From an optimization exercise on the open Yosys and OpenROAD flow, aimed at small area; shortcuts taken in it are not production practice. In this exercise RTL edits were held to simulation tests only and were not proved equivalent to the original. Power is estimated from default activity; no workload was simulated.

File: design/flow/design.v
`timescale 1ns / 1ps
module vga_test(
    input clk,
    input rst,
    input btn_right, btn_left, btn_up, btn_down,
    input btn_fire,
    input buzz_sw,
    output [3:0] vga_r, vga_g, vga_b,
    output hsync, vsync,
    output buzz
);
  function [15:0] addc;             
    input [15:0] a, b; input cin;
    integer i; reg c;
    begin
      c = cin;
      for (i = 0; i < 16; i = i + 1) begin
        addc[i] = a[i] ^ b[i] ^ c;
        c = (a[i] & b[i]) | (a[i] & c) | (b[i] & c);
      end
    end
  endfunction
  function [15:0] sub16; input [15:0] a, b; sub16 = addc(a, ~b, 1'b1); endfunction
  function [15:0] inc16; input [15:0] a; inc16 = addc(a, 16'd0, 1'b1); endfunction
  function [15:0] dec16; input [15:0] a; dec16 = addc(a, 16'hffff, 1'b0); endfunction
  function ge16;                    
    input [15:0] a, b;
    integer i; reg c;
    begin
      c = 1'b1;
      for (i = 0; i < 16; i = i + 1) c = (a[i] & ~b[i]) | (a[i] & c) | (~b[i] & c);
      ge16 = c;
    end
  endfunction
  function [8:0] updn9;             
    input [8:0] a; input up;
    integer i; reg c;
    begin
      c = 1'b1;
      for (i = 0; i < 9; i = i + 1) begin
        updn9[i] = a[i] ^ c;
        c = c & ~(a[i] ^ up);
      end
    end
  endfunction
  function [8:0] inc9; input [8:0] a; reg [15:0] t; begin t = inc16({7'd0, a}); inc9 = t[8:0]; end endfunction
  function [2:0] rom_user;
    input [4:0] r;
    input [4:0] c;
    begin
      case ({r, c})
        10'd133: rom_user = 3'd7;
        10'd134: rom_user = 3'd7;
        10'd135: rom_user = 3'd7;
        10'd167: rom_user = 3'd7;
        10'd168: rom_user = 3'd7;
        10'd169: rom_user = 3'd7;
        10'd202: rom_user = 3'd7;
        10'd203: rom_user = 3'd7;
        10'd228: rom_user = 3'd7;
        10'd229: rom_user = 3'd7;
        10'd230: rom_user = 3'd7;
        10'd231: rom_user = 3'd7;
        10'd234: rom_user = 3'd7;
        10'd235: rom_user = 3'd7;
        10'd260: rom_user = 3'd7;
        10'd261: rom_user = 3'd7;
        10'd262: rom_user = 3'd7;
        10'd263: rom_user = 3'd7;
        10'd266: rom_user = 3'd7;
        10'd267: rom_user = 3'd7;
        10'd298: rom_user = 3'd7;
        10'd299: rom_user = 3'd7;
        10'd304: rom_user = 3'd7;
        10'd327: rom_user = 3'd7;
        10'd328: rom_user = 3'd7;
        10'd329: rom_user = 3'd7;
        10'd334: rom_user = 3'd7;
        10'd335: rom_user = 3'd7;
        10'd336: rom_user = 3'd7;
        10'd337: rom_user = 3'd7;
        10'd357: rom_user = 3'd7;
        10'd358: rom_user = 3'd7;
        10'd359: rom_user = 3'd7;
        10'd365: rom_user = 3'd7;
        10'd366: rom_user = 3'd7;
        10'd367: rom_user = 3'd7;
        10'd368: rom_user = 3'd7;
        10'd369: rom_user = 3'd7;
        10'd370: rom_user = 3'd7;
        10'd396: rom_user = 3'd7;
        10'd397: rom_user = 3'd5;
        10'd398: rom_user = 3'd7;
        10'd399: rom_user = 3'd3;
        10'd400: rom_user = 3'd7;
        10'd401: rom_user = 3'd7;
        10'd402: rom_user = 3'd7;
        10'd403: rom_user = 3'd7;
        10'd429: rom_user = 3'd7;
        10'd430: rom_user = 3'd7;
        10'd431: rom_user = 3'd7;
        10'd432: rom_user = 3'd3;
        10'd433: rom_user = 3'd7;
        10'd434: rom_user = 3'd3;
        10'd435: rom_user = 3'd3;
        10'd461: rom_user = 3'd7;
        10'd462: rom_user = 3'd7;
        10'd463: rom_user = 3'd7;
        10'd464: rom_user = 3'd3;
        10'd465: rom_user = 3'd7;
        10'd466: rom_user = 3'd3;
        10'd467: rom_user = 3'd3;
        10'd493: rom_user = 3'd7;
        10'd494: rom_user = 3'd7;
        10'd495: rom_user = 3'd7;
        10'd496: rom_user = 3'd3;
        10'd497: rom_user = 3'd7;
        10'd498: rom_user = 3'd3;
        10'd499: rom_user = 3'd3;
        10'd525: rom_user = 3'd7;
        10'd526: rom_user = 3'd7;
        10'd527: rom_user = 3'd7;
        10'd528: rom_user = 3'd3;
        10'd529: rom_user = 3'd7;
        10'd530: rom_user = 3'd3;
        10'd531: rom_user = 3'd3;
        10'd557: rom_user = 3'd7;
        10'd558: rom_user = 3'd7;
        10'd559: rom_user = 3'd7;
        10'd560: rom_user = 3'd3;
        10'd561: rom_user = 3'd7;
        10'd562: rom_user = 3'd3;
        10'd563: rom_user = 3'd3;
        10'd589: rom_user = 3'd7;
        10'd590: rom_user = 3'd7;
        10'd591: rom_user = 3'd7;
        10'd592: rom_user = 3'd3;
        10'd593: rom_user = 3'd7;
        10'd594: rom_user = 3'd3;
        10'd595: rom_user = 3'd3;
        10'd621: rom_user = 3'd7;
        10'd622: rom_user = 3'd7;
        10'd623: rom_user = 3'd7;
        10'd624: rom_user = 3'd3;
        10'd625: rom_user = 3'd7;
        10'd626: rom_user = 3'd3;
        10'd627: rom_user = 3'd3;
        10'd653: rom_user = 3'd7;
        10'd654: rom_user = 3'd7;
        10'd655: rom_user = 3'd7;
        10'd656: rom_user = 3'd3;
        10'd657: rom_user = 3'd7;
        10'd658: rom_user = 3'd3;
        10'd659: rom_user = 3'd3;
        10'd685: rom_user = 3'd7;
        10'd686: rom_user = 3'd7;
        10'd687: rom_user = 3'd7;
        10'd688: rom_user = 3'd3;
        10'd689: rom_user = 3'd7;
        10'd690: rom_user = 3'd3;
        10'd691: rom_user = 3'd3;
        10'd717: rom_user = 3'd7;
        10'd718: rom_user = 3'd7;
        10'd719: rom_user = 3'd7;
        10'd720: rom_user = 3'd3;
        10'd721: rom_user = 3'd7;
        10'd722: rom_user = 3'd3;
        10'd723: rom_user = 3'd3;
        10'd749: rom_user = 3'd7;
        10'd750: rom_user = 3'd7;
        10'd751: rom_user = 3'd7;
        10'd752: rom_user = 3'd3;
        10'd753: rom_user = 3'd7;
        10'd754: rom_user = 3'd3;
        10'd755: rom_user = 3'd3;
        10'd781: rom_user = 3'd7;
        10'd782: rom_user = 3'd7;
        10'd783: rom_user = 3'd7;
        10'd784: rom_user = 3'd3;
        10'd785: rom_user = 3'd7;
        10'd786: rom_user = 3'd3;
        10'd787: rom_user = 3'd3;
        10'd813: rom_user = 3'd7;
        10'd814: rom_user = 3'd7;
        10'd815: rom_user = 3'd7;
        10'd816: rom_user = 3'd3;
        10'd817: rom_user = 3'd7;
        10'd818: rom_user = 3'd3;
        10'd819: rom_user = 3'd3;
        10'd845: rom_user = 3'd7;
        10'd846: rom_user = 3'd7;
        10'd847: rom_user = 3'd7;
        10'd848: rom_user = 3'd7;
        10'd849: rom_user = 3'd7;
        10'd850: rom_user = 3'd7;
        10'd851: rom_user = 3'd3;
        default: rom_user = 3'd0;
      endcase
    end
  endfunction
  function [2:0] rom_fly;
    input [4:0] r;
    input [4:0] c;
    begin
      case ({r, c})
        10'd334: rom_fly = 3'd4;
        10'd335: rom_fly = 3'd4;
        10'd336: rom_fly = 3'd4;
        10'd337: rom_fly = 3'd4;
        10'd338: rom_fly = 3'd4;
        10'd365: rom_fly = 3'd4;
        10'd366: rom_fly = 3'd4;
        10'd367: rom_fly = 3'd4;
        10'd369: rom_fly = 3'd4;
        10'd370: rom_fly = 3'd4;
        10'd371: rom_fly = 3'd4;
        10'd398: rom_fly = 3'd4;
        10'd399: rom_fly = 3'd4;
        10'd400: rom_fly = 3'd4;
        10'd401: rom_fly = 3'd4;
        10'd402: rom_fly = 3'd4;
        10'd429: rom_fly = 3'd1;
        10'd430: rom_fly = 3'd1;
        10'd431: rom_fly = 3'd1;
        10'd432: rom_fly = 3'd1;
        10'd433: rom_fly = 3'd1;
        10'd434: rom_fly = 3'd2;
        10'd462: rom_fly = 3'd1;
        10'd463: rom_fly = 3'd1;
        10'd464: rom_fly = 3'd1;
        10'd465: rom_fly = 3'd1;
        10'd492: rom_fly = 3'd7;
        10'd493: rom_fly = 3'd7;
        10'd494: rom_fly = 3'd2;
        10'd495: rom_fly = 3'd2;
        10'd496: rom_fly = 3'd2;
        10'd497: rom_fly = 3'd2;
        10'd498: rom_fly = 3'd2;
        10'd499: rom_fly = 3'd7;
        10'd500: rom_fly = 3'd7;
        10'd523: rom_fly = 3'd7;
        10'd524: rom_fly = 3'd7;
        10'd525: rom_fly = 3'd7;
        10'd526: rom_fly = 3'd7;
        10'd527: rom_fly = 3'd2;
        10'd528: rom_fly = 3'd2;
        10'd529: rom_fly = 3'd2;
        10'd530: rom_fly = 3'd7;
        10'd531: rom_fly = 3'd7;
        10'd532: rom_fly = 3'd7;
        10'd533: rom_fly = 3'd7;
        10'd553: rom_fly = 3'd7;
        10'd554: rom_fly = 3'd7;
        10'd555: rom_fly = 3'd7;
        10'd556: rom_fly = 3'd7;
        10'd557: rom_fly = 3'd7;
        10'd558: rom_fly = 3'd7;
        10'd559: rom_fly = 3'd2;
        10'd560: rom_fly = 3'd2;
        10'd561: rom_fly = 3'd2;
        10'd562: rom_fly = 3'd7;
        10'd563: rom_fly = 3'd7;
        10'd564: rom_fly = 3'd7;
        10'd565: rom_fly = 3'd7;
        10'd566: rom_fly = 3'd1;
        10'd586: rom_fly = 3'd7;
        10'd587: rom_fly = 3'd7;
        10'd588: rom_fly = 3'd7;
        10'd589: rom_fly = 3'd7;
        10'd590: rom_fly = 3'd2;
        10'd591: rom_fly = 3'd2;
        10'd592: rom_fly = 3'd2;
        10'd593: rom_fly = 3'd2;
        10'd594: rom_fly = 3'd2;
        10'd595: rom_fly = 3'd7;
        10'd596: rom_fly = 3'd7;
        10'd597: rom_fly = 3'd7;
        10'd598: rom_fly = 3'd7;
        10'd599: rom_fly = 3'd7;
        10'd616: rom_fly = 3'd7;
        10'd617: rom_fly = 3'd7;
        10'd618: rom_fly = 3'd7;
        10'd619: rom_fly = 3'd7;
        10'd620: rom_fly = 3'd7;
        10'd621: rom_fly = 3'd7;
        10'd622: rom_fly = 3'd2;
        10'd623: rom_fly = 3'd2;
        10'd624: rom_fly = 3'd2;
        10'd625: rom_fly = 3'd2;
        10'd626: rom_fly = 3'd2;
        10'd627: rom_fly = 3'd7;
        10'd628: rom_fly = 3'd7;
        10'd629: rom_fly = 3'd7;
        10'd630: rom_fly = 3'd7;
        10'd631: rom_fly = 3'd7;
        10'd632: rom_fly = 3'd7;
        10'd647: rom_fly = 3'd7;
        10'd648: rom_fly = 3'd7;
        10'd649: rom_fly = 3'd7;
        10'd650: rom_fly = 3'd7;
        10'd651: rom_fly = 3'd7;
        10'd652: rom_fly = 3'd7;
        10'd653: rom_fly = 3'd2;
        10'd654: rom_fly = 3'd2;
        10'd655: rom_fly = 3'd2;
        10'd656: rom_fly = 3'd2;
        10'd657: rom_fly = 3'd2;
        10'd658: rom_fly = 3'd2;
        10'd659: rom_fly = 3'd2;
        10'd660: rom_fly = 3'd7;
        10'd661: rom_fly = 3'd7;
        10'd662: rom_fly = 3'd7;
        10'd663: rom_fly = 3'd7;
        10'd664: rom_fly = 3'd7;
        10'd665: rom_fly = 3'd7;
        10'd679: rom_fly = 3'd7;
        10'd680: rom_fly = 3'd7;
        10'd681: rom_fly = 3'd7;
        10'd682: rom_fly = 3'd7;
        10'd683: rom_fly = 3'd7;
        10'd684: rom_fly = 3'd7;
        10'd685: rom_fly = 3'd2;
        10'd686: rom_fly = 3'd2;
        10'd687: rom_fly = 3'd2;
        10'd688: rom_fly = 3'd2;
        10'd689: rom_fly = 3'd2;
        10'd690: rom_fly = 3'd2;
        10'd691: rom_fly = 3'd2;
        10'd692: rom_fly = 3'd7;
        10'd693: rom_fly = 3'd7;
        10'd694: rom_fly = 3'd7;
        10'd695: rom_fly = 3'd7;
        10'd696: rom_fly = 3'd7;
        10'd697: rom_fly = 3'd7;
        10'd711: rom_fly = 3'd7;
        10'd712: rom_fly = 3'd7;
        10'd713: rom_fly = 3'd7;
        10'd714: rom_fly = 3'd7;
        10'd715: rom_fly = 3'd7;
        10'd716: rom_fly = 3'd7;
        10'd717: rom_fly = 3'd2;
        10'd718: rom_fly = 3'd2;
        10'd719: rom_fly = 3'd2;
        10'd720: rom_fly = 3'd2;
        10'd721: rom_fly = 3'd2;
        10'd722: rom_fly = 3'd2;
        10'd723: rom_fly = 3'd2;
        10'd724: rom_fly = 3'd7;
        10'd725: rom_fly = 3'd7;
        10'd726: rom_fly = 3'd7;
        10'd727: rom_fly = 3'd7;
        10'd728: rom_fly = 3'd7;
        10'd729: rom_fly = 3'd7;
        10'd743: rom_fly = 3'd7;
        10'd744: rom_fly = 3'd7;
        10'd746: rom_fly = 3'd7;
        10'd747: rom_fly = 3'd7;
        10'd750: rom_fly = 3'd2;
        10'd751: rom_fly = 3'd2;
        10'd752: rom_fly = 3'd2;
        10'd753: rom_fly = 3'd2;
        10'd754: rom_fly = 3'd2;
        10'd757: rom_fly = 3'd7;
        10'd758: rom_fly = 3'd7;
        10'd759: rom_fly = 3'd7;
        10'd760: rom_fly = 3'd7;
        10'd761: rom_fly = 3'd7;
        10'd776: rom_fly = 3'd7;
        10'd778: rom_fly = 3'd7;
        10'd783: rom_fly = 3'd2;
        10'd784: rom_fly = 3'd2;
        10'd785: rom_fly = 3'd2;
        10'd790: rom_fly = 3'd7;
        10'd791: rom_fly = 3'd7;
        10'd792: rom_fly = 3'd7;
        10'd793: rom_fly = 3'd7;
        default: rom_fly = 3'd0;
      endcase
    end
  endfunction
  function [95:0] row_mosq;
    input [4:0] r;
    begin
      case (r)
        5'd5: row_mosq = 96'hff8e00000000000000;
        5'd6: row_mosq = 96'hfc0000000000000000;
        5'd7: row_mosq = 96'h4fff9e0000000000000;
        5'd8: row_mosq = 96'h3fe00000000000000;
        5'd9: row_mosq = 96'h3f1c0e00000000000;
        5'd11: row_mosq = 96'he07924000000000;
        5'd12: row_mosq = 96'h140010db6000000000;
        5'd13: row_mosq = 96'h120101b6da0000000;
        5'd14: row_mosq = 96'h24920001f6020000000;
        5'd15: row_mosq = 96'h4b80001f0e3f000000;
        5'd16: row_mosq = 96'h38000000;
        5'd17: row_mosq = 96'h71c00000000281c0000;
        5'd18: row_mosq = 96'h20000000;
        5'd19: row_mosq = 96'hfc0000000000038000000;
        5'd20: row_mosq = 96'h38000000;
        default: row_mosq = 96'h0;
      endcase
    end
  endfunction
  function [2:0] rom_spider;
    input [5:0] r;
    input [5:0] c;
    begin
      case ({r, c})
        12'd31: rom_spider = 3'd3;
        12'd32: rom_spider = 3'd4;
        12'd95: rom_spider = 3'd3;
        12'd96: rom_spider = 3'd4;
        12'd159: rom_spider = 3'd3;
        12'd160: rom_spider = 3'd4;
        12'd223: rom_spider = 3'd3;
        12'd224: rom_spider = 3'd4;
        12'd287: rom_spider = 3'd3;
        12'd288: rom_spider = 3'd4;
        12'd351: rom_spider = 3'd3;
        12'd352: rom_spider = 3'd4;
        12'd415: rom_spider = 3'd3;
        12'd416: rom_spider = 3'd4;
        12'd479: rom_spider = 3'd3;
        12'd480: rom_spider = 3'd4;
        12'd543: rom_spider = 3'd3;
        12'd544: rom_spider = 3'd4;
        12'd607: rom_spider = 3'd3;
        12'd608: rom_spider = 3'd4;
        12'd671: rom_spider = 3'd3;
        12'd672: rom_spider = 3'd4;
        12'd735: rom_spider = 3'd3;
        12'd736: rom_spider = 3'd4;
        12'd799: rom_spider = 3'd3;
        12'd800: rom_spider = 3'd4;
        12'd863: rom_spider = 3'd3;
        12'd864: rom_spider = 3'd4;
        12'd919: rom_spider = 3'd4;
        12'd920: rom_spider = 3'd4;
        12'd927: rom_spider = 3'd3;
        12'd928: rom_spider = 3'd4;
        12'd935: rom_spider = 3'd4;
        12'd936: rom_spider = 3'd4;
        12'd982: rom_spider = 3'd4;
        12'd985: rom_spider = 3'd4;
        12'd991: rom_spider = 3'd3;
        12'd992: rom_spider = 3'd4;
        12'd998: rom_spider = 3'd4;
        12'd1001: rom_spider = 3'd4;
        12'd1046: rom_spider = 3'd4;
        12'd1049: rom_spider = 3'd4;
        12'd1055: rom_spider = 3'd3;
        12'd1056: rom_spider = 3'd4;
        12'd1062: rom_spider = 3'd4;
        12'd1065: rom_spider = 3'd4;
        12'd1110: rom_spider = 3'd4;
        12'd1113: rom_spider = 3'd4;
        12'd1119: rom_spider = 3'd3;
        12'd1120: rom_spider = 3'd4;
        12'd1126: rom_spider = 3'd4;
        12'd1129: rom_spider = 3'd4;
        12'd1174: rom_spider = 3'd4;
        12'd1177: rom_spider = 3'd4;
        12'd1183: rom_spider = 3'd3;
        12'd1184: rom_spider = 3'd4;
        12'd1190: rom_spider = 3'd4;
        12'd1193: rom_spider = 3'd4;
        12'd1235: rom_spider = 3'd4;
        12'd1238: rom_spider = 3'd4;
        12'd1241: rom_spider = 3'd4;
        12'd1247: rom_spider = 3'd3;
        12'd1248: rom_spider = 3'd4;
        12'd1254: rom_spider = 3'd4;
        12'd1257: rom_spider = 3'd4;
        12'd1260: rom_spider = 3'd4;
        12'd1261: rom_spider = 3'd4;
        12'd1297: rom_spider = 3'd4;
        12'd1300: rom_spider = 3'd4;
        12'd1301: rom_spider = 3'd4;
        12'd1302: rom_spider = 3'd4;
        12'd1305: rom_spider = 3'd4;
        12'd1311: rom_spider = 3'd3;
        12'd1312: rom_spider = 3'd4;
        12'd1318: rom_spider = 3'd4;
        12'd1321: rom_spider = 3'd4;
        12'd1322: rom_spider = 3'd4;
        12'd1323: rom_spider = 3'd4;
        12'd1326: rom_spider = 3'd4;
        12'd1364: rom_spider = 3'd4;
        12'd1365: rom_spider = 3'd4;
        12'd1375: rom_spider = 3'd3;
        12'd1376: rom_spider = 3'd4;
        12'd1386: rom_spider = 3'd4;
        12'd1387: rom_spider = 3'd4;
        12'd1425: rom_spider = 3'd4;
        12'd1428: rom_spider = 3'd4;
        12'd1429: rom_spider = 3'd4;
        12'd1430: rom_spider = 3'd4;
        12'd1431: rom_spider = 3'd4;
        12'd1432: rom_spider = 3'd4;
        12'd1435: rom_spider = 3'd4;
        12'd1438: rom_spider = 3'd4;
        12'd1439: rom_spider = 3'd3;
        12'd1440: rom_spider = 3'd4;
        12'd1441: rom_spider = 3'd4;
        12'd1444: rom_spider = 3'd4;
        12'd1445: rom_spider = 3'd4;
        12'd1447: rom_spider = 3'd4;
        12'd1448: rom_spider = 3'd4;
        12'd1449: rom_spider = 3'd4;
        12'd1450: rom_spider = 3'd4;
        12'd1451: rom_spider = 3'd4;
        12'd1454: rom_spider = 3'd4;
        12'd1491: rom_spider = 3'd4;
        12'd1494: rom_spider = 3'd4;
        12'd1495: rom_spider = 3'd4;
        12'd1496: rom_spider = 3'd4;
        12'd1499: rom_spider = 3'd4;
        12'd1500: rom_spider = 3'd4;
        12'd1501: rom_spider = 3'd4;
        12'd1503: rom_spider = 3'd4;
        12'd1504: rom_spider = 3'd4;
        12'd1506: rom_spider = 3'd4;
        12'd1507: rom_spider = 3'd4;
        12'd1508: rom_spider = 3'd4;
        12'd1509: rom_spider = 3'd4;
        12'd1511: rom_spider = 3'd4;
        12'd1512: rom_spider = 3'd4;
        12'd1513: rom_spider = 3'd4;
        12'd1516: rom_spider = 3'd4;
        12'd1517: rom_spider = 3'd4;
        12'd1555: rom_spider = 3'd4;
        12'd1558: rom_spider = 3'd4;
        12'd1559: rom_spider = 3'd4;
        12'd1560: rom_spider = 3'd4;
        12'd1563: rom_spider = 3'd4;
        12'd1565: rom_spider = 3'd4;
        12'd1567: rom_spider = 3'd4;
        12'd1568: rom_spider = 3'd4;
        12'd1570: rom_spider = 3'd4;
        12'd1572: rom_spider = 3'd4;
        12'd1573: rom_spider = 3'd4;
        12'd1575: rom_spider = 3'd4;
        12'd1576: rom_spider = 3'd4;
        12'd1577: rom_spider = 3'd4;
        12'd1580: rom_spider = 3'd4;
        12'd1581: rom_spider = 3'd4;
        12'd1619: rom_spider = 3'd4;
        12'd1622: rom_spider = 3'd4;
        12'd1623: rom_spider = 3'd4;
        12'd1624: rom_spider = 3'd4;
        12'd1627: rom_spider = 3'd4;
        12'd1628: rom_spider = 3'd7;
        12'd1629: rom_spider = 3'd4;
        12'd1631: rom_spider = 3'd4;
        12'd1632: rom_spider = 3'd4;
        12'd1634: rom_spider = 3'd4;
        12'd1635: rom_spider = 3'd4;
        12'd1636: rom_spider = 3'd4;
        12'd1637: rom_spider = 3'd4;
        12'd1639: rom_spider = 3'd4;
        12'd1640: rom_spider = 3'd4;
        12'd1641: rom_spider = 3'd4;
        12'd1644: rom_spider = 3'd4;
        12'd1645: rom_spider = 3'd4;
        12'd1683: rom_spider = 3'd4;
        12'd1686: rom_spider = 3'd4;
        12'd1687: rom_spider = 3'd4;
        12'd1688: rom_spider = 3'd4;
        12'd1691: rom_spider = 3'd4;
        12'd1692: rom_spider = 3'd4;
        12'd1693: rom_spider = 3'd4;
        12'd1695: rom_spider = 3'd4;
        12'd1696: rom_spider = 3'd4;
        12'd1698: rom_spider = 3'd4;
        12'd1699: rom_spider = 3'd4;
        12'd1700: rom_spider = 3'd4;
        12'd1701: rom_spider = 3'd4;
        12'd1703: rom_spider = 3'd4;
        12'd1704: rom_spider = 3'd4;
        12'd1705: rom_spider = 3'd4;
        12'd1708: rom_spider = 3'd4;
        12'd1709: rom_spider = 3'd4;
        12'd1747: rom_spider = 3'd4;
        12'd1750: rom_spider = 3'd4;
        12'd1751: rom_spider = 3'd4;
        12'd1752: rom_spider = 3'd4;
        12'd1753: rom_spider = 3'd4;
        12'd1756: rom_spider = 3'd4;
        12'd1757: rom_spider = 3'd4;
        12'd1762: rom_spider = 3'd4;
        12'd1763: rom_spider = 3'd4;
        12'd1766: rom_spider = 3'd4;
        12'd1767: rom_spider = 3'd4;
        12'd1768: rom_spider = 3'd4;
        12'd1769: rom_spider = 3'd4;
        12'd1772: rom_spider = 3'd4;
        12'd1773: rom_spider = 3'd4;
        12'd1812: rom_spider = 3'd4;
        12'd1813: rom_spider = 3'd4;
        12'd1815: rom_spider = 3'd4;
        12'd1816: rom_spider = 3'd4;
        12'd1817: rom_spider = 3'd4;
        12'd1819: rom_spider = 3'd4;
        12'd1828: rom_spider = 3'd4;
        12'd1829: rom_spider = 3'd4;
        12'd1830: rom_spider = 3'd4;
        12'd1831: rom_spider = 3'd4;
        12'd1832: rom_spider = 3'd4;
        12'd1834: rom_spider = 3'd4;
        12'd1835: rom_spider = 3'd4;
        12'd1876: rom_spider = 3'd4;
        12'd1877: rom_spider = 3'd4;
        12'd1879: rom_spider = 3'd4;
        12'd1880: rom_spider = 3'd4;
        12'd1883: rom_spider = 3'd4;
        12'd1892: rom_spider = 3'd4;
        12'd1893: rom_spider = 3'd4;
        12'd1895: rom_spider = 3'd4;
        12'd1896: rom_spider = 3'd4;
        12'd1898: rom_spider = 3'd4;
        12'd1899: rom_spider = 3'd4;
        12'd1942: rom_spider = 3'd4;
        12'd1961: rom_spider = 3'd4;
        12'd2007: rom_spider = 3'd4;
        12'd2008: rom_spider = 3'd4;
        12'd2009: rom_spider = 3'd4;
        12'd2011: rom_spider = 3'd4;
        12'd2020: rom_spider = 3'd4;
        12'd2021: rom_spider = 3'd4;
        12'd2022: rom_spider = 3'd4;
        12'd2023: rom_spider = 3'd4;
        12'd2024: rom_spider = 3'd4;
        12'd2071: rom_spider = 3'd4;
        12'd2072: rom_spider = 3'd4;
        12'd2073: rom_spider = 3'd4;
        12'd2075: rom_spider = 3'd4;
        12'd2085: rom_spider = 3'd4;
        12'd2086: rom_spider = 3'd4;
        12'd2087: rom_spider = 3'd4;
        12'd2088: rom_spider = 3'd4;
        12'd2134: rom_spider = 3'd4;
        12'd2140: rom_spider = 3'd4;
        12'd2141: rom_spider = 3'd4;
        12'd2146: rom_spider = 3'd4;
        12'd2147: rom_spider = 3'd4;
        12'd2153: rom_spider = 3'd4;
        12'd2260: rom_spider = 3'd4;
        12'd2261: rom_spider = 3'd4;
        12'd2263: rom_spider = 3'd4;
        12'd2264: rom_spider = 3'd4;
        12'd2265: rom_spider = 3'd4;
        12'd2267: rom_spider = 3'd4;
        12'd2276: rom_spider = 3'd4;
        12'd2277: rom_spider = 3'd4;
        12'd2278: rom_spider = 3'd4;
        12'd2279: rom_spider = 3'd4;
        12'd2280: rom_spider = 3'd4;
        12'd2282: rom_spider = 3'd4;
        12'd2283: rom_spider = 3'd4;
        12'd2326: rom_spider = 3'd4;
        12'd2327: rom_spider = 3'd4;
        12'd2328: rom_spider = 3'd4;
        12'd2329: rom_spider = 3'd7;
        12'd2342: rom_spider = 3'd7;
        12'd2343: rom_spider = 3'd4;
        12'd2344: rom_spider = 3'd4;
        12'd2345: rom_spider = 3'd4;
        12'd2348: rom_spider = 3'd7;
        12'd2349: rom_spider = 3'd4;
        12'd2387: rom_spider = 3'd4;
        12'd2391: rom_spider = 3'd4;
        12'd2392: rom_spider = 3'd4;
        12'd2393: rom_spider = 3'd4;
        12'd2406: rom_spider = 3'd4;
        12'd2407: rom_spider = 3'd4;
        12'd2408: rom_spider = 3'd4;
        12'd2409: rom_spider = 3'd4;
        12'd2412: rom_spider = 3'd4;
        12'd2413: rom_spider = 3'd4;
        12'd2451: rom_spider = 3'd4;
        12'd2454: rom_spider = 3'd4;
        12'd2455: rom_spider = 3'd4;
        12'd2456: rom_spider = 3'd4;
        12'd2459: rom_spider = 3'd4;
        12'd2468: rom_spider = 3'd4;
        12'd2469: rom_spider = 3'd4;
        12'd2471: rom_spider = 3'd4;
        12'd2472: rom_spider = 3'd4;
        12'd2473: rom_spider = 3'd4;
        12'd2476: rom_spider = 3'd4;
        12'd2477: rom_spider = 3'd4;
        12'd2513: rom_spider = 3'd4;
        12'd2516: rom_spider = 3'd4;
        12'd2517: rom_spider = 3'd4;
        12'd2518: rom_spider = 3'd4;
        12'd2521: rom_spider = 3'd4;
        12'd2526: rom_spider = 3'd4;
        12'd2527: rom_spider = 3'd4;
        12'd2528: rom_spider = 3'd4;
        12'd2529: rom_spider = 3'd4;
        12'd2534: rom_spider = 3'd4;
        12'd2537: rom_spider = 3'd4;
        12'd2538: rom_spider = 3'd4;
        12'd2539: rom_spider = 3'd4;
        12'd2542: rom_spider = 3'd4;
        12'd2580: rom_spider = 3'd4;
        12'd2581: rom_spider = 3'd4;
        12'd2582: rom_spider = 3'd4;
        12'd2590: rom_spider = 3'd4;
        12'd2591: rom_spider = 3'd4;
        12'd2592: rom_spider = 3'd4;
        12'd2593: rom_spider = 3'd4;
        12'd2601: rom_spider = 3'd4;
        12'd2602: rom_spider = 3'd4;
        12'd2603: rom_spider = 3'd4;
        12'd2641: rom_spider = 3'd4;
        12'd2644: rom_spider = 3'd4;
        12'd2645: rom_spider = 3'd4;
        12'd2646: rom_spider = 3'd4;
        12'd2649: rom_spider = 3'd4;
        12'd2655: rom_spider = 3'd4;
        12'd2656: rom_spider = 3'd4;
        12'd2662: rom_spider = 3'd4;
        12'd2665: rom_spider = 3'd4;
        12'd2666: rom_spider = 3'd4;
        12'd2667: rom_spider = 3'd4;
        12'd2670: rom_spider = 3'd4;
        12'd2769: rom_spider = 3'd4;
        12'd2772: rom_spider = 3'd4;
        12'd2773: rom_spider = 3'd4;
        12'd2774: rom_spider = 3'd4;
        12'd2777: rom_spider = 3'd4;
        12'd2783: rom_spider = 3'd4;
        12'd2784: rom_spider = 3'd4;
        12'd2790: rom_spider = 3'd4;
        12'd2793: rom_spider = 3'd4;
        12'd2794: rom_spider = 3'd4;
        12'd2795: rom_spider = 3'd4;
        12'd2798: rom_spider = 3'd4;
        12'd2835: rom_spider = 3'd4;
        12'd2836: rom_spider = 3'd4;
        12'd2837: rom_spider = 3'd4;
        12'd2838: rom_spider = 3'd4;
        12'd2841: rom_spider = 3'd4;
        12'd2846: rom_spider = 3'd4;
        12'd2847: rom_spider = 3'd4;
        12'd2848: rom_spider = 3'd4;
        12'd2849: rom_spider = 3'd4;
        12'd2854: rom_spider = 3'd4;
        12'd2857: rom_spider = 3'd4;
        12'd2858: rom_spider = 3'd4;
        12'd2859: rom_spider = 3'd4;
        12'd2860: rom_spider = 3'd4;
        12'd2861: rom_spider = 3'd4;
        12'd2899: rom_spider = 3'd4;
        12'd2900: rom_spider = 3'd4;
        12'd2901: rom_spider = 3'd4;
        12'd2902: rom_spider = 3'd4;
        12'd2905: rom_spider = 3'd4;
        12'd2910: rom_spider = 3'd4;
        12'd2911: rom_spider = 3'd4;
        12'd2912: rom_spider = 3'd4;
        12'd2913: rom_spider = 3'd4;
        12'd2918: rom_spider = 3'd4;
        12'd2921: rom_spider = 3'd4;
        12'd2922: rom_spider = 3'd4;
        12'd2923: rom_spider = 3'd4;
        12'd2924: rom_spider = 3'd4;
        12'd2925: rom_spider = 3'd4;
        12'd2964: rom_spider = 3'd4;
        12'd2965: rom_spider = 3'd4;
        12'd2967: rom_spider = 3'd4;
        12'd2968: rom_spider = 3'd4;
        12'd2971: rom_spider = 3'd4;
        12'd2980: rom_spider = 3'd4;
        12'd2981: rom_spider = 3'd4;
        12'd2983: rom_spider = 3'd4;
        12'd2984: rom_spider = 3'd4;
        12'd2986: rom_spider = 3'd4;
        12'd2987: rom_spider = 3'd4;
        12'd3028: rom_spider = 3'd4;
        12'd3029: rom_spider = 3'd4;
        12'd3031: rom_spider = 3'd4;
        12'd3032: rom_spider = 3'd4;
        12'd3036: rom_spider = 3'd4;
        12'd3037: rom_spider = 3'd4;
        12'd3042: rom_spider = 3'd4;
        12'd3043: rom_spider = 3'd4;
        12'd3047: rom_spider = 3'd4;
        12'd3048: rom_spider = 3'd4;
        12'd3050: rom_spider = 3'd4;
        12'd3051: rom_spider = 3'd4;
        12'd3092: rom_spider = 3'd4;
        12'd3093: rom_spider = 3'd4;
        12'd3095: rom_spider = 3'd4;
        12'd3096: rom_spider = 3'd4;
        12'd3100: rom_spider = 3'd4;
        12'd3101: rom_spider = 3'd4;
        12'd3106: rom_spider = 3'd4;
        12'd3107: rom_spider = 3'd4;
        12'd3111: rom_spider = 3'd4;
        12'd3112: rom_spider = 3'd4;
        12'd3114: rom_spider = 3'd4;
        12'd3115: rom_spider = 3'd4;
        12'd3156: rom_spider = 3'd4;
        12'd3157: rom_spider = 3'd4;
        12'd3159: rom_spider = 3'd4;
        12'd3160: rom_spider = 3'd4;
        12'd3166: rom_spider = 3'd4;
        12'd3169: rom_spider = 3'd4;
        12'd3175: rom_spider = 3'd4;
        12'd3176: rom_spider = 3'd4;
        12'd3178: rom_spider = 3'd4;
        12'd3179: rom_spider = 3'd4;
        12'd3220: rom_spider = 3'd4;
        12'd3221: rom_spider = 3'd4;
        12'd3223: rom_spider = 3'd4;
        12'd3224: rom_spider = 3'd4;
        12'd3231: rom_spider = 3'd4;
        12'd3232: rom_spider = 3'd4;
        12'd3239: rom_spider = 3'd4;
        12'd3240: rom_spider = 3'd4;
        12'd3242: rom_spider = 3'd4;
        12'd3243: rom_spider = 3'd4;
        12'd3285: rom_spider = 3'd4;
        12'd3287: rom_spider = 3'd4;
        12'd3288: rom_spider = 3'd4;
        12'd3295: rom_spider = 3'd4;
        12'd3296: rom_spider = 3'd4;
        12'd3303: rom_spider = 3'd4;
        12'd3304: rom_spider = 3'd4;
        12'd3306: rom_spider = 3'd4;
        12'd3350: rom_spider = 3'd4;
        12'd3369: rom_spider = 3'd4;
        12'd3414: rom_spider = 3'd4;
        12'd3433: rom_spider = 3'd4;
        default: rom_spider = 3'd0;
      endcase
    end
  endfunction
  localparam [1:0] S_INIT = 2'd0, S_NORMAL = 2'd1, S_BOSS = 2'd2, S_CLEAR = 2'd3;
  reg [9:0] h, v;
  reg hs, vs;
  wire [9:0] x = h, y = v;
  wire [15:0] h_inc = inc16({6'd0, h});
  wire [15:0] v_inc = inc16({6'd0, v});
  always @(posedge clk) begin
    if (rst) begin
      h <= 10'd0; v <= 10'd0;
    end else if (h == 10'd799) begin
      h <= 10'd0;
      v <= (v == 10'd524) ? 10'd0 : v_inc[9:0];
    end else
      h <= h_inc[9:0];
  end
  always @(posedge clk) begin
    if (rst) begin
      hs <= 1'b1; vs <= 1'b1;
    end else begin
      hs <= ~(ge16({6'd0, h}, 16'd656) & ~ge16({6'd0, h}, 16'd752));
      vs <= ~(v[9:1] == 9'd245);
    end
  end
  assign hsync = hs;
  assign vsync = vs;
  wire video_on = ~ge16({6'd0, h}, 16'd640) & ~ge16({6'd0, v}, 16'd480);
  reg [5:0] t33;
  wire tk33 = t33[5];
  wire [15:0] t33_inc = inc16({10'd0, t33});
  always @(posedge clk)
    if (rst || tk33) t33 <= 6'd0; else t33 <= t33_inc[5:0];
  reg [9:0] px;
  reg [8:0] py;
  wire [15:0] px_inc = inc16({6'd0, px}), px_dec = dec16({6'd0, px});
  wire [15:0] py_inc = inc16({7'd0, py}), py_dec = dec16({7'd0, py});
  always @(posedge clk) begin
    if (rst) begin
      px <= 10'd280; py <= 9'd400;
    end else if (tk33) begin
      if (btn_left && px != 10'd0) px <= px_dec[9:0];
      else if (btn_right && !ge16({6'd0, px}, 16'd608)) px <= px_inc[9:0];
      if (btn_up && py != 9'd0) py <= py_dec[8:0];
      else if (btn_down && !ge16({7'd0, py}, 16'd448)) py <= py_inc[8:0];
    end
  end
  reg [1:0] st;
  reg started, rall;
  reg [15:0] kc;                   
  reg [8:0] mc;                    
  reg sp_alive;
  reg [3:0] hp;
  reg [3:0] fa;
  reg [7:0] ma;
  wire enemy_rst = rst | rall;
  wire ftick = kc[9];
  wire mtick = (mc & 9'd500) == 9'd500;
  wire [15:0] kc_inc = inc16(kc);
  wire [15:0] mc_inc = inc16({7'd0, mc});
  always @(posedge clk) begin
    if (rst) begin
      st <= S_INIT; started <= 1'b0; rall <= 1'b0;
    end else case (st)
      S_INIT: begin st <= S_NORMAL; started <= 1'b0; rall <= 1'b0; end
      S_NORMAL: if (fa == 4'd0 && ma == 8'd0) st <= S_BOSS;
      S_BOSS: if (!started) started <= 1'b1; else if (!sp_alive) st <= S_CLEAR;
      S_CLEAR: if ((kc & 16'd50000) == 16'd50000) begin st <= S_INIT; rall <= 1'b1; end
    endcase
  end
  always @(posedge clk) begin
    if (rst || st == S_BOSS || (st == S_INIT && rall) || (st != S_CLEAR && ftick)) kc <= 16'd0;
    else kc <= kc_inc;
    if (enemy_rst || st == S_CLEAR || (st == S_BOSS && !sp_alive) || mtick) mc <= 9'd0;
    else mc <= mc_inc[8:0];
  end
  reg [7:0] act;
  reg [9:0] bs [0:7];              
  reg [8:0] by [0:7];
  reg [7:0] hit;                   
  reg prev_fire;
  wire fire = btn_fire & ~prev_fire;
  wire [15:0] px20 = addc({6'd0, px}, 16'd20, 1'b0);
  wire [7:0] fire_j;
  genvar j, i;
  generate for (j = 0; j < 8; j = j + 1) begin : bl
    if (j == 0) assign fire_j[j] = fire & ~act[0];
    else assign fire_j[j] = fire & ~act[j] & (&act[j-1:0]);
    wire [15:0] by_dec = dec16({7'd0, by[j]});
    wire by_zero = (by[j] == 9'd0);
    always @(posedge clk) begin
      if (rst) act[j] <= 1'b0;
      else if (hit[j]) act[j] <= 1'b0;
      else if (fire_j[j]) act[j] <= 1'b1;
      else if (tk33 && act[j] && by_zero) act[j] <= 1'b0;
      if (!act[j]) begin
        bs[j] <= px20[9:0];
        by[j] <= py;
      end else if (tk33 && !by_zero)
        by[j] <= by_dec[8:0];
    end
  end endgenerate
  always @(posedge clk)
    if (rst) prev_fire <= 1'b0; else prev_fire <= btn_fire;
  reg [7:0] fy;                    
  wire [15:0] fy_inc = inc16({8'd0, fy});
  wire [3:0] fcol [0:7];
  wire [15:0] fy16 = addc({8'd0, fy}, 16'd16, 1'b0);
  wire [7:0] fyin;
  wire [7:0] fly_bhit;
  wire [3:0] fly_kill_m [0:7];
  generate for (j = 0; j < 8; j = j + 1) begin : fb
    assign fyin[j] = ge16({8'd0, by[j][8:1]}, {8'd0, fy}) & ~ge16({8'd0, by[j][8:1]}, fy16);
    for (i = 0; i < 4; i = i + 1) begin : fc
      assign fcol[j][i] = ge16({6'd0, bs[j]}, 208 + 50*i) & ~ge16({6'd0, bs[j]}, 240 + 50*i);
    end
    assign fly_kill_m[j] = (act[j] & fyin[j]) ? fcol[j] : 4'd0;
    assign fly_bhit[j] = act[j] & fyin[j] & ((fcol[j] & fa) != 4'd0);
  end endgenerate
  wire [3:0] fly_kill = fly_kill_m[0] | fly_kill_m[1] | fly_kill_m[2] | fly_kill_m[3] |
                        fly_kill_m[4] | fly_kill_m[5] | fly_kill_m[6] | fly_kill_m[7];
  always @(posedge clk) begin
    if (enemy_rst) begin
      fy <= 8'd0; fa <= 4'b1111;
    end else if (ftick) begin
      fy <= ge16({8'd0, fy}, 16'd224) ? 8'd0 : fy_inc[7:0];
      fa <= fa & ~fly_kill;
    end
  end
  reg [8:0] mq [0:7];              
  reg [7:0] mdir;
  wire [7:0] xm [0:7];             
  wire [7:0] mqy, spy;
  generate for (j = 0; j < 8; j = j + 1) begin : my
    assign mqy[j] = ge16({7'd0, by[j]}, 16'd92) & ~ge16({7'd0, by[j]}, 16'd132);
    assign spy[j] = ~ge16({7'd0, by[j]}, 16'd32);
  end endgenerate
  wire [15:0] m0p20 = addc({7'd0, mq[0]}, 16'd20, 1'b0);
  generate for (j = 0; j < 8; j = j + 1) begin : x0
    assign xm[0][j] = ge16({7'd0, bs[j][9:1]}, {7'd0, mq[0]}) & ~ge16({7'd0, bs[j][9:1]}, {6'd0, m0p20[9:0]});
  end endgenerate
  reg [2:0] rc;                    
  reg [7:1] mask [0:7];
  wire [9:0] eng_s = fire ? px20[9:0] : bs[rc];
  wire [7:1] eng_x;
  wire [15:0] eng_a19 = sub16({7'd0, eng_s[9:1]}, 16'd19);
  wire eng_lo = ~ge16({7'd0, eng_s[9:1]}, 16'd19);
  generate for (i = 1; i < 8; i = i + 1) begin : en
    assign eng_x[i] = ge16({7'd0, eng_s[9:1]}, {7'd0, mq[i]}) & (eng_lo | ge16({7'd0, mq[i]}, {7'd0, eng_a19[8:0]}));
  end endgenerate
  wire [15:0] rc_inc = inc16({13'd0, rc});
  always @(posedge clk)
    if (rst) rc <= 3'd0; else if (!fire) rc <= rc_inc[2:0];
  generate for (j = 0; j < 8; j = j + 1) begin : mk
    always @(posedge clk)
      if (fire ? fire_j[j] : (rc == j)) mask[j] <= eng_x;
    for (i = 1; i < 8; i = i + 1) begin : mb
      assign xm[i][j] = mask[j][i];
    end
  end endgenerate
  wire [7:0] mq_kill;
  wire [7:0] mq_bhit_m [0:7];
  generate for (i = 0; i < 8; i = i + 1) begin : mo
    wire [7:0] hv = xm[i] & act & mqy;
    assign mq_kill[i] = ma[i] & (hv != 8'd0);
    assign mq_bhit_m[i] = ma[i] ? hv : 8'd0;
    always @(posedge clk) begin
      if (enemy_rst) begin
        mq[i] <= 30 + 60*i; mdir[i] <= 1'b1; ma[i] <= 1'b1;
      end else if (i == 0 && st == S_BOSS && !sp_alive) begin
        mq[i] <= 9'd160; mdir[i] <= 1'b1;
      end else if (mtick) begin
        mq[i] <= updn9(mq[i], mdir[i]);
        if (!ge16({7'd0, mq[i]}, 16'd6)) mdir[i] <= 1'b1;
        else if (ge16({7'd0, mq[i]}, 16'd299)) mdir[i] <= 1'b0;
        if (mq_kill[i]) ma[i] <= 1'b0;
      end
    end
  end endgenerate
  wire [7:0] mq_bhit = mq_bhit_m[0] | mq_bhit_m[1] | mq_bhit_m[2] | mq_bhit_m[3] |
                       mq_bhit_m[4] | mq_bhit_m[5] | mq_bhit_m[6] | mq_bhit_m[7];
  wire sp_on = (st == S_BOSS) & sp_alive;
  wire [7:0] sp_bhit = sp_on ? (xm[0] & act & spy) : 8'd0;
  always @(posedge clk) begin
    if (rst || st != S_BOSS) begin
      sp_alive <= 1'b0; hp <= 4'd0;
    end else if (!sp_alive) begin
      sp_alive <= 1'b1; hp <= 4'd10;
    end else if (sp_bhit != 8'd0) begin
      if (hp[3:1] != 3'd0) hp <= dec16({12'd0, hp});
      else begin hp <= 4'd0; sp_alive <= 1'b0; end
    end
  end
  always @(posedge clk)
    hit <= (enemy_rst ? 8'd0 : ((ftick ? fly_bhit : 8'd0) | (mtick ? mq_bhit : 8'd0))) |
           (rst ? 8'd0 : sp_bhit);
  reg [11:0] fc;                   
  wire [15:0] fc_inc = inc16({4'd0, fc});
  always @(posedge clk) if (rst) fc <= 12'hfff; else fc <= fc_inc[11:0];
  reg [8:0] ring [0:31];
  wire star_on;
  wire [8:0] head_in = ring[12];
  reg [8:0] head_init;
  reg [1:0] head_tap;
  always @* begin
    case (h[4:0])
      5'd0: begin head_init = 9'd25; head_tap = 2'd0; end
      5'd1: begin head_init = 9'd23; head_tap = 2'd1; end
      5'd2: begin head_init = 9'd45; head_tap = 2'd0; end
      5'd3: begin head_init = 9'd75; head_tap = 2'd1; end
      5'd4: begin head_init = 9'd37; head_tap = 2'd0; end
      5'd5: begin head_init = 9'd7; head_tap = 2'd1; end
      5'd6: begin head_init = 9'd61; head_tap = 2'd0; end
      5'd7: begin head_init = 9'd21; head_tap = 2'd1; end
      5'd8: begin head_init = 9'd6; head_tap = 2'd0; end
      5'd9: begin head_init = 9'd13; head_tap = 2'd1; end
      5'd10: begin head_init = 9'd56; head_tap = 2'd0; end
      5'd11: begin head_init = 9'd33; head_tap = 2'd1; end
      5'd12: begin head_init = 9'd1; head_tap = 2'd2; end
      5'd13: begin head_init = 9'd18; head_tap = 2'd1; end
      5'd14: begin head_init = 9'd11; head_tap = 2'd0; end
      5'd15: begin head_init = 9'd40; head_tap = 2'd1; end
      5'd16: begin head_init = 9'd8; head_tap = 2'd2; end
      5'd17: begin head_init = 9'd16; head_tap = 2'd1; end
      5'd18: begin head_init = 9'd32; head_tap = 2'd2; end
      5'd19: begin head_init = 9'd9; head_tap = 2'd1; end
      5'd20: begin head_init = 9'd5; head_tap = 2'd2; end
      5'd21: begin head_init = 9'd4; head_tap = 2'd1; end
      5'd22: begin head_init = 9'd48; head_tap = 2'd0; end
      5'd23: begin head_init = 9'd12; head_tap = 2'd1; end
      5'd24: begin head_init = 9'd3; head_tap = 2'd0; end
      5'd25: begin head_init = 9'd28; head_tap = 2'd1; end
      5'd26: begin head_init = 9'd29; head_tap = 2'd0; end
      5'd27: begin head_init = 9'd10; head_tap = 2'd1; end
      5'd28: begin head_init = 9'd19; head_tap = 2'd0; end
      5'd29: begin head_init = 9'd20; head_tap = 2'd1; end
      5'd30: begin head_init = 9'd60; head_tap = 2'd2; end
      5'd31: begin head_init = 9'd50; head_tap = 2'd1; end
    endcase
  end
  wire head_en = (head_tap == 2'd0 & (ge16({4'd0, fc}, 16'd4085) | ~ge16({4'd0, fc}, 16'd21))) |
                 (head_tap == 2'd1 & (ge16({4'd0, fc}, 16'd4086) | ~ge16({4'd0, fc}, 16'd22))) |
                 (head_tap == 2'd2 & (ge16({4'd0, fc}, 16'd1) & ~ge16({4'd0, fc}, 16'd33)));
  wire [8:0] head_base = initing ? head_init : head_in;
  wire [8:0] head_out = (initing | head_en) ? ((head_base == 9'd479) ? head_init : inc9(head_base)) : head_base;
  wire vis0 = (h == 10'd50) | (h == 10'd100) | (h == 10'd150) | (h == 10'd200) | (h == 10'd250) | (h == 10'd300) | (h == 10'd400) | (h == 10'd450) | (h == 10'd500) | (h == 10'd550) | (h == 10'd590);
  wire ton0 = vis0 & (y == {1'b0, ring[0]});
  wire vis1 = (h == 10'd110) | (h == 10'd170) | (h == 10'd200) | (h == 10'd230) | (h == 10'd260) | (h == 10'd290) | (h == 10'd320) | (h == 10'd350) | (h == 10'd380) | (h == 10'd410) | (h == 10'd440) | (h == 10'd470) | (h == 10'd500) | (h == 10'd530) | (h == 10'd560) | (h == 10'd620);
  wire ton1 = vis1 & (y == {1'b0, ring[1]});
  wire vis2 = (h == 10'd20) | (h == 10'd50) | (h == 10'd80) | (h == 10'd140) | (h == 10'd350);
  wire ton2 = vis2 & (y == {1'b0, head_out});
  reg initing;
  always @(posedge clk) if (rst) initing <= 1'b1; else if (h == 10'd799) initing <= 1'b0;
  assign star_on = (ton0 | ton1 | ton2) & ~initing;
  integer k;
  always @(posedge clk) begin
    for (k = 0; k < 32; k = k + 1) ring[k] <= ring[(k + 1) % 32];
    ring[11] <= head_out;
  end
  reg [10:0] csol, cla;
  reg tsol, tla, playing, note;
  reg [16:0] dur;
  wire srst = rst | buzz_sw;
  wire [15:0] csol_inc = inc16({5'd0, csol}), cla_inc = inc16({5'd0, cla}), dur_inc = inc16(dur[15:0]);
  always @(posedge clk) begin
    if (srst) begin
      csol <= 11'd0; tsol <= 1'b0; cla <= 11'd0; tla <= 1'b0;
    end else begin
      if (ge16({5'd0, csol}, 16'd1596)) begin csol <= 11'd0; tsol <= ~tsol; end else csol <= csol_inc[10:0];
      if (ge16({5'd0, cla}, 16'd1420)) begin cla <= 11'd0; tla <= ~tla; end else cla <= cla_inc[10:0];
    end
  end
  wire dur_end = (dur & 17'd125000) == 17'd125000;
  always @(posedge clk) begin
    if (srst) begin
      playing <= 1'b0; note <= 1'b0; dur <= 17'd0;
    end else begin
      if (btn_fire && !playing) begin
        playing <= 1'b1; note <= 1'b0; dur <= 17'd0;
      end
      if (playing) begin
        if (dur_end) begin
          dur <= 17'd0;
          if (note) playing <= 1'b0; else note <= 1'b1;
        end else
          dur <= {dur[16] ^ (&dur[15:0]), dur_inc[15:0]};
      end
    end
  end
  assign buzz = playing & (note ? tla : tsol);
  wire [15:0] ux = sub16({6'd0, x}, {6'd0, px});
  wire [15:0] uy = sub16({6'd0, y}, {7'd0, py});
  wire [2:0] ucol = (ux[9:5] == 5'd0 && uy[9:5] == 5'd0) ? rom_user(uy[4:0], ux[4:0]) : 3'd0;
  wire [7:0] bv;
  generate for (j = 0; j < 8; j = j + 1) begin : bd
    wire [15:0] dx = sub16({6'd0, bs[j]}, {6'd0, x});
    wire [15:0] dy = sub16({6'd0, y}, {7'd0, by[j]});
    assign bv[j] = act[j] & (dx[9:3] == 7'd0) & (dx[2:0] >= 3'd3) & (dx[2:0] <= 3'd6) & (dy[9:3] == 7'd0);
  end endgenerate
  wire bval = (bv != 8'd0);
  wire [15:0] sx = sub16({7'd0, x[9:1]}, {7'd0, mq[0]});
  wire [2:0] scol = (sp_alive && y[9:6] == 4'd0 && sx[8:5] == 4'd0) ? rom_spider(y[5:0], {sx[4:0], x[0]}) : 3'd0;
  wire [15:0] qy = sub16({6'd0, y}, 16'd100);
  wire [95:0] qrow = (qy[9:5] == 5'd0) ? row_mosq(qy[4:0]) : 96'd0;
  wire [2:0] qpair [0:15];
  generate for (j = 0; j < 16; j = j + 1) begin : qp
    assign qpair[j] = x[0] ? qrow[6*j+5:6*j+3] : qrow[6*j+2:6*j];
  end endgenerate
  wire [15:0] qnz;
  generate for (j = 0; j < 16; j = j + 1) begin : qn
    assign qnz[j] = (qpair[j] != 3'd0);
  end endgenerate
  wire [7:0] qc;
  wire [3:0] qlx [0:7];
  generate for (i = 0; i < 8; i = i + 1) begin : qd
    wire [15:0] dx = sub16({7'd0, x[9:1]}, {7'd0, mq[i]});
    assign qlx[i] = dx[3:0];
    assign qc[i] = ma[i] & (dx[8:4] == 5'd0) & qnz[dx[3:0]];
  end endgenerate
  wire [3:0] qwin = qc[0] ? qlx[0] : qc[1] ? qlx[1] : qc[2] ? qlx[2] : qc[3] ? qlx[3] :
                    qc[4] ? qlx[4] : qc[5] ? qlx[5] : qc[6] ? qlx[6] : qlx[7];
  wire [2:0] mcol = (qc != 8'd0) ? qpair[qwin] : 3'd0;
  wire [15:0] fdy = sub16({6'd0, y}, {7'd0, fy, 1'b0});
  wire [3:0] fin;
  generate for (i = 0; i < 4; i = i + 1) begin : fd
    assign fin[i] = fa[i] & ge16({6'd0, x}, 200 + 50*i) & ~ge16({6'd0, x}, 232 + 50*i);
  end endgenerate
  wire [4:0] flx = fin[0] ? x[4:0] - 5'd8 : fin[1] ? x[4:0] - 5'd26 : fin[2] ? x[4:0] - 5'd12 : x[4:0] - 5'd30;
  wire [2:0] fcolr = (fin != 4'd0 && fdy[9:5] == 5'd0) ? rom_fly(fdy[4:0], flx) : 3'd0;
  wire [2:0] rgb = (ucol != 0) ? ucol : bval ? 3'd7 : (scol != 0) ? scol : (mcol != 0) ? mcol :
                   (fcolr != 0) ? fcolr : star_on ? 3'd7 : 3'd0;
  assign vga_r = {4{video_on & rgb[2]}};
  assign vga_g = {4{video_on & rgb[1]}};
  assign vga_b = {4{video_on & rgb[0]}};
endmodule
File: design/flow/run.sh
#!/bin/bash
# synth_recipe.tcl (not shown) runs the flow's synth.tcl, then flattens the netlist and writes it again
# the make line also repeats each setting of config.mk as NAME=value (left out here)
make -C /OpenROAD-flow-scripts/flow DESIGN_CONFIG=/design/flow/config.mk WORK_HOME=/design/flow/orfs CLKGATE_MAP_FILE= SYNTH_SCRIPT=/design/flow/synth_recipe.tcl finish
File: design/flow/config.mk
export PLATFORM = sky130hd
export DESIGN_NAME = vga_test
export DESIGN_NICKNAME = vga_test
export VERILOG_FILES = /design/flow/design.v
export SDC_FILE = /design/flow/constraint.sdc
export NUM_CORES = 4
export LEC_CHECK = 0
export ABC_AREA = 1
export CAP_MARGIN = 20
export CORE_MARGIN = 2
export CORE_UTILIZATION = 30
export PLACE_DENSITY = 0.4
export SLEW_MARGIN = 20
export SYNTH_MEMORY_MAX_BITS = 32768
File: design/flow/constraint.sdc
create_clock -name core_clock -period 12.5 [get_ports {clk}]
set_input_delay 2.5000 -clock core_clock [delete_from_list [all_inputs] [get_ports {clk}]]
set_output_delay 2.5000 -clock core_clock [all_outputs]
set_load 0.01 [all_outputs]
==> results of run 1 <==
==> cell type report <==
cell class              instances  area, sq um
clock inverters                44          529
inverters                     770         2900
multi-input cells            3950        25600
flip-flops and latches        762        17300
fillers                     16200       102000
well taps                    2044         2560
repair buffers                117          928
clock buffers                 126         2640
==> worst max-delay path, delay by kind of cell (launching register included) <==
family | cells | cell delay [ps]
buf+inv | 2 | 1840
compound gates | 6 | 2030
fa+ha+maj | 6 | 2520
flops | 1 | 1000
simple gates | 5 | 550
==> stage by stage <==
stage	std cells	utilization, %
after floorplan	5666	-
after global placement	7642	32.0
after detailed placement	7642	32.0
after CTS	7812	34.1
after global routing	7813	34.1
final	7813	34.1
==> path summary, 6_finish.rpt <==
check        startpoint         end  slack (ps)
min reg2reg  ring[7][1]  ring[6][1]         320
max reg2reg       rc[0]  mask[4][1]        5670
max                v[1]    vga_b[1]        1330
min          ring[7][1]  ring[6][1]         320
==> sequential cells by signal, indices dropped and copies added, names as in the netlist, 12 cells and up <==
signal,flops
by,72
dur,17
bs,80
mask,56
mq,72
ring,288
fc,12
kc,16
==> cells by family (layout without fill, tap and decap cells) <==
logic type               after synthesis  in the layout  synth area share (%)
XOR/XNOR                              79             79                  1.49
AND/OR/NAND/NOR                     2006           2006                  18.7
buffers and inverters                954           1057                  7.85
adder cells (fa/ha/maj)              471            471                  15.7
multiplexers                           3              3                0.0645
flip-flops                           762            762                  37.2
AO/OA/AOI/OAI                       1391           1391                  18.9
==> metal layers <==
metal	routed length [um]	up-vias	track usage, %
met4	6830	4	8.10
li1	-	19800	-
met3	11100	286	3.34
met2	84900	1415	37.5
met5	21	-	0
met1	85800	20600	32.4
==> cell usage in the layout (no fill, tap or decap), types with 51 or more instances in the layout <==
master / synthesis / final
o22ai_1: 128 / 128
ha_1: 280 / 280
edfxtp_1: 208 / 208
nor3_1: 112 / 112
o221ai_1: 162 / 162
fa_1: 191 / 191
clkbuf_16: 0 / 95
xnor2_1: 51 / 51
o21ai_0: 424 / 421
nand3_1: 256 / 256
nor2_1: 468 / 465
o211ai_1: 65 / 65
nand4_1: 101 / 101
inv_1: 713 / 712
dfxtp_1: 554 / 550
nand2_1: 939 / 939
a21oi_1: 305 / 304
buf_4: 12 / 94
==> where the power goes <==
group / internal (uW) / total, uW / switching (uW) / leakage (uW)
Sequential: 2740 / 2830 / 93.7 / 0.00667
Clock: 1660 / 2800 / 1150 / 0.00155
Combinational: 318 / 1080 / 760 / 0.0133
Total: 4710 / 6710 / 2000 / 0.0215
==> impl_metrics.csv, run 1 <==
group,metric,value,unit
yosys,ys_seq_elements,762,
power_and_ir_drop,p_per_area,128,nW/um^2
global_route,grt_usage,23.5,%
global_route,grt_max_degree,49,
sta,drv_slew,0,
sta,worst_pin_slew,1150,ps
power_and_ir_drop,fin_total_pwr,6710,uW
die,die_area,158000,sq um
sta,finalCritPeriodShare,89.3,%
global_route,grt_pass1_wl,277000,um
global_route,grt_pass1_vias,41100,
die,io_pins,23,
sta,finalSetupTns,0,ps
setup_path,end_kind,"output port",
yosys,yosys.area.top_type,"dfxtp_1",
layout,syn2layout_area_growth,12.7,%
setup_path,reg2reg_depth,23,
cts,worstSkewPairLatency,710,ps
detailed_routing,vias_per_cell,5.39,
global_route,grt_overflow,0,
yosys,netlist_top_cells_area,"dfxtp_1 24%, edfxtp_1 13%, fa_1 8.2%, nand2_1 7.6%, ha_1 7.5%",
setup_path,cp_max_fo,21,
cts,clkTransAtPathRegs,60,ps
layout,drive_above_1_share,6.53,%
die,rows,144,
detailed_routing,drt_iter0_drc,4264,
hold_path,hold_class,"reg -> reg",
yosys,yosysMostFrequentCell,"nand2_1",
placement,gp_congestion,0.985,
cts,cts_tree,"yes",
yosys,synth_top_area_share,23.8,%
yosys,synth_area_per_cell,8.22,sq um
placement,pre_cts_slack,2130,ps
die,initial_utilization,30.2,%
placement,dpl.hpwl,144000,um
yosys,syn_nets,6145,
sta,fin_skew,39.2,ps
cts,ctsResizeCount,0,
detailed_routing,dr.pass1.iters,7,
die,die_x,398,um
cts,cts_setup_buffers,0,
cts,holdBufCountCts,0,
power_and_ir_drop,power_leakage,0.0215,uW
global_route,antenna_found_initial,6,
yosys,yosysSeqAreaShare,37.2,%
detailed_routing,drc,0,
detailed_routing,wl,189000,um
detailed_routing,wire_per_inst,24.2,um
sta,post-route-min-period,11170,ps
power_and_ir_drop,ir_worst_vdd,103,uV
cts,root_buffer,"clkbuf_16",
cts,cts_buffer_depth,3,
yosys,synth_flop_cell,"dfxtp_1",
sta,max_slew_margin,23.2,%
placement,port_buffers,22,
cts,clkSinkCount,762,
sta,fmax,0.0895,GHz
yosys,yosys-top-cells-count,"939 x nand2_1, 713 x inv_1, 554 x dfxtp_1",
cts,cts.htree.levels,3,
layout,finish.net_count,6172,
yosys,synth_area,46600,sq um
die,chipHeight,398,um
outcome,outcome,"finished clean",
setup_path,startpoint_type,"register",
yosys,synth_edf_count,208,
detailed_routing,antenna_left,0,
layout,final_area,52500,sq um
placement,placed_area,49300,sq um
sta,hold_ws,318,ps
yosys,async_flop_share,0,%
sta,rsz0062_at_grt,"false",
detailed_routing,num_vias,42100,
yosys,ys_types,83,
setup_path,worst_path_most_repeated_cell,"fa_1",
setup_path,worstPathCellList,"clkinv_1 -> o221ai_1 -> o21ai_0 -> fa_1 -> fa_1 -> fa_1 -> fa_1 -> fa_1 -> fa_1 -> o211ai_1 -> a2111oi_0 -> o2111ai_1 -> nand4_1 -> or2_2 -> nor2_1 -> nand2_1 -> nor2_1 -> a21oi_1 -> clkdlybuf4s50_1",
setup_path,setup.worst_path.class,"reg -> out",
sta,layout_setup_ws,1330,ps
sta,setup_viol,0,
yosys,syn_inst,5666,
job,drv_cap,0,
setup_path,cpPeakStageDelay,1200,ps
cts,cts_made_buffers,92,
sta,hold_viol_final,0,
die,coreArea,154000,sq um
setup_path,cp_data_required_time,10000,ps
layout,antenna_cells,0,
setup_path,cp.arrival,8670,ps
setup_path,cp_slowest_cell,"clkinv_1",
yosys,synth_warnings,6,
hold_path,whs_path_depth,0,
==> inputs of run 2 (changes only) <==
--- a/design/flow/config.mk
+++ b/design/flow/config.mk
@@ -8,7 +8,9 @@
 export ABC_AREA = 1
 export CAP_MARGIN = 20
 export CORE_MARGIN = 2
-export CORE_UTILIZATION = 30
-export PLACE_DENSITY = 0.4
+export CORE_UTILIZATION = 55
+export CTS_BUF_LIST = sky130_fd_sc_hd__clkbuf_4
+export GPL_TIMING_DRIVEN = 0
+export PLACE_DENSITY = 0.65
 export SLEW_MARGIN = 20
 export SYNTH_MEMORY_MAX_BITS = 32768
==> impl_metrics.csv, run 2 <==
group,metric,value,unit
layout,final_cell_mix,"939 x nand2_1, 707 x inv_1, 547 x dfxtp_1",
cts,cts_made_buffers,197,
yosys,ys_types,83,
setup_path,cp.arrival,9120,ps
yosys,yosys.area.top_type,"dfxtp_1",
detailed_routing,drc,0,
outcome,outcome,"finished clean",
setup_path,setup.worst_path.class,"reg -> out",
layout,top_regs,"ring (288), bs (80)",
cts,ctsResizeCount,0,
cts,worstSkewPairLatency,1220,ps
global_route,antenna_found_initial,5,
power_and_ir_drop,ir_worst_vdd,115,uV
layout,largest_reg_flops,288,
sta,drv_slew,0,
die,rows,106,
layout,stdcell_count,7203,
yosys,syn_nets,6145,
detailed_routing,dr.pass1.iters,10,
sta,max_slew_margin,15.1,%
placement,dpl.hpwl,131000,um
layout,drive_above_1_share,8.28,%
sta,setup_viol,0,
cts,cts_buffer_depth,3,
die,initial_utilization,55.7,%
yosys,syn_inst,5666,
power_and_ir_drop,power_leakage,0.0215,uW
setup_path,cp_slowest_cell,"a2111oi_1",
yosys,yosysMostFrequentCell,"nand2_1",
yosys,synth_edf_count,208,
cts,cts_tree,"yes",
setup_path,cp_top_family,"adder cells",
setup_path,end_kind,"output port",
placement,placed_cells,6830,
setup_path,startpoint_type,"register",
layout,syn2layout_area_growth,9.70,%
die,chipHeight,295,um
sta,finalCritPeriodShare,93.0,%
yosys,synth_warnings,6,
global_route,grt_overflow,0,
yosys,netlist_top_cells_area,"dfxtp_1 24%, edfxtp_1 13%, fa_1 8.2%, nand2_1 7.6%, ha_1 7.5%",
cts,clkTransAtPathRegs,70,ps
detailed_routing,antenna_left,0,
global_route,grt_max_degree,22,
cts,cts_setup_buffers,0,
layout,postLayoutCoreUtil,61.1,%
layout,fill_cells,7433,
hold_path,hold_class,"reg -> reg",
setup_path,r2r_slack,5370,ps
yosys,ys_seq_elements,762,
yosys,synth_area,46600,sq um
global_route,grt_pass1_wl,257000,um
setup_path,cpPeakStageDelay,1070,ps
cts,clkSinkCount,762,
sta,worst_pin_slew,1270,ps
layout,finish.net_count,6377,
sta,hold_viol_final,0,
cts,cts.htree.levels,4,
placement,port_buffers,22,
setup_path,cp_max_fo,19,
sta,rsz0062_at_grt,"false",
yosys,synth_top_area_share,23.8,%
cts,holdBufCountCts,0,
global_route,grt_usage,39.4,%
setup_path,crit_buf_inv,4,
die,coreArea,83700,sq um
detailed_routing,vias_per_cell,6.22,
setup_path,worst_path_most_repeated_cell,"fa_1",
sta,finalSetupTns,0,ps
detailed_routing,wl,173000,um
detailed_routing,num_vias,44800,
die,die_x,295,um
sta,fmax,0.0861,GHz
sta,post-route-min-period,11620,ps
job,drv_cap,0,
cts,root_buffer,"clkbuf_4",
global_route,grt_pass1_vias,42500,
sta,fin_skew,118,ps
setup_path,worstPathCellList,"inv_2 -> fa_1 -> inv_1 -> fa_1 -> fa_1 -> fa_1 -> fa_1 -> fa_1 -> fa_1 -> fa_1 -> nand4_1 -> a2111oi_1 -> o2111ai_1 -> nand4_1 -> or2_2 -> nor2_1 -> nand2_1 -> nor2_1 -> a21oi_1 -> buf_4 -> clkdlybuf4s50_1",
layout,largest-register,"ring",
detailed_routing,drt_iter0_drc,5762,
layout,mostFrequentLayoutCell,"nand2_1",
power_and_ir_drop,p_per_area,120,nW/um^2
layout,final_area,51100,sq um
yosys,async_flop_share,0,%
yosys,synth_area_per_cell,8.22,sq um
placement,gp_congestion,1.05,
yosys,yosys-top-cells-count,"939 x nand2_1, 713 x inv_1, 554 x dfxtp_1",
detailed_routing,wire_per_inst,24.0,um
power_and_ir_drop,fin_total_pwr,6160,uW
placement,placed_area,48400,sq um
setup_path,cp_data_required_time,10000,ps
yosys,synth_flop_cell,"dfxtp_1",
die,io_pins,23,
die,die_area,87000,sq um
yosys,yosysSeqAreaShare,37.2,%
==> run 2: cell counts after synthesis <==
No cell type changed its count.
==> run 2: metrics by stage <==
| step | worst slack [ps] | hold slack [ps] |
|---|---|---|
| after floorplan | 4200 | 310 |
| after global placement | 1560 | 310 |
| after detailed placement | 2230 | 312 |
| after CTS | 999 | 316 |
| after global routing | 790 | 316 |
| final | 881 | 286 |
==> run 2: power breakdown <==
group          total [uW]  internal [uW]  switching, uW
clock                2270           1140           1140
sequential           2840           2740            101
combinational        1050            305            740
total                6160           4180           1980
==> run 2: kinds of logic after synthesis <==
group           synth area share (%)
simple gates                    18.7
compound gates                  18.9
buf+inv                         7.85
flops                           37.2
fa+ha+maj                       15.7
xor+xnor                        1.49
mux                           0.0645
==> run 2: cell type report <==
class	instances	area [sq um]	area share [%]
flip-flops and latches	762	17300	33.9
clock buffers	294	2210	4.32
well taps	1134	1420	2.78
repair buffers	33	362	0.708
diodes	7	17.5	0.0343
multi-input cells	3950	25600	50.1
plain buffers	184	772	1.51
clock inverters	69	480	0.940
inverters	770	2900	5.67
==> run 2: worst paths after layout <==
path,from,to,cells past startpoint
setup reg to reg,rc[0],mask[6][4],26
hold reg to reg,ring[5][2],ring[4][2],0
hold / removal,ring[5][2],ring[4][2],0
setup / recovery,h[1],vga_b[2],21
==> run 2: routing by layer <==
layer / share of wire [%] / GRT usage (%) / up-vias
met4: 6.8 / 23.8 / 2
met1: 39 / 50.4 / 21100
met2: 43 / 59.2 / 2772
li1: - / - / 20300
met3: 12 / 11.3 / 598
met5: 0.0093 / 0 / -

-- what the ideal ports hide --
The flow's constraints put no driver on any port. The routed layouts listed below were extracted and timed again, unchanged, in two steps. Step 1 assumes that a clkbuf_16 drives the clock port and a buf_2 every other input. Step 2 moves the port delays by t, midway between the first and last clock arrival at a register: inputs arrive t later, outputs are due t later. That takes back most of the time a late clock gives input paths. a / b / c = no drivers / after step 1 / after step 2; a / b = the first two.
run | shift t [ns] | slack for setup (ns) | worst data-port slew with drivers (ns) | pins driven straight from the clock port
run 1 | 0.768 | 1.333 / 1.256 / 2.024 | 0.07 | 1
run 2 | 1.234 | 0.881 / 0.807 / 2.041 | 0.04 | 1
After both steps setup and hold are still met in every run listed.
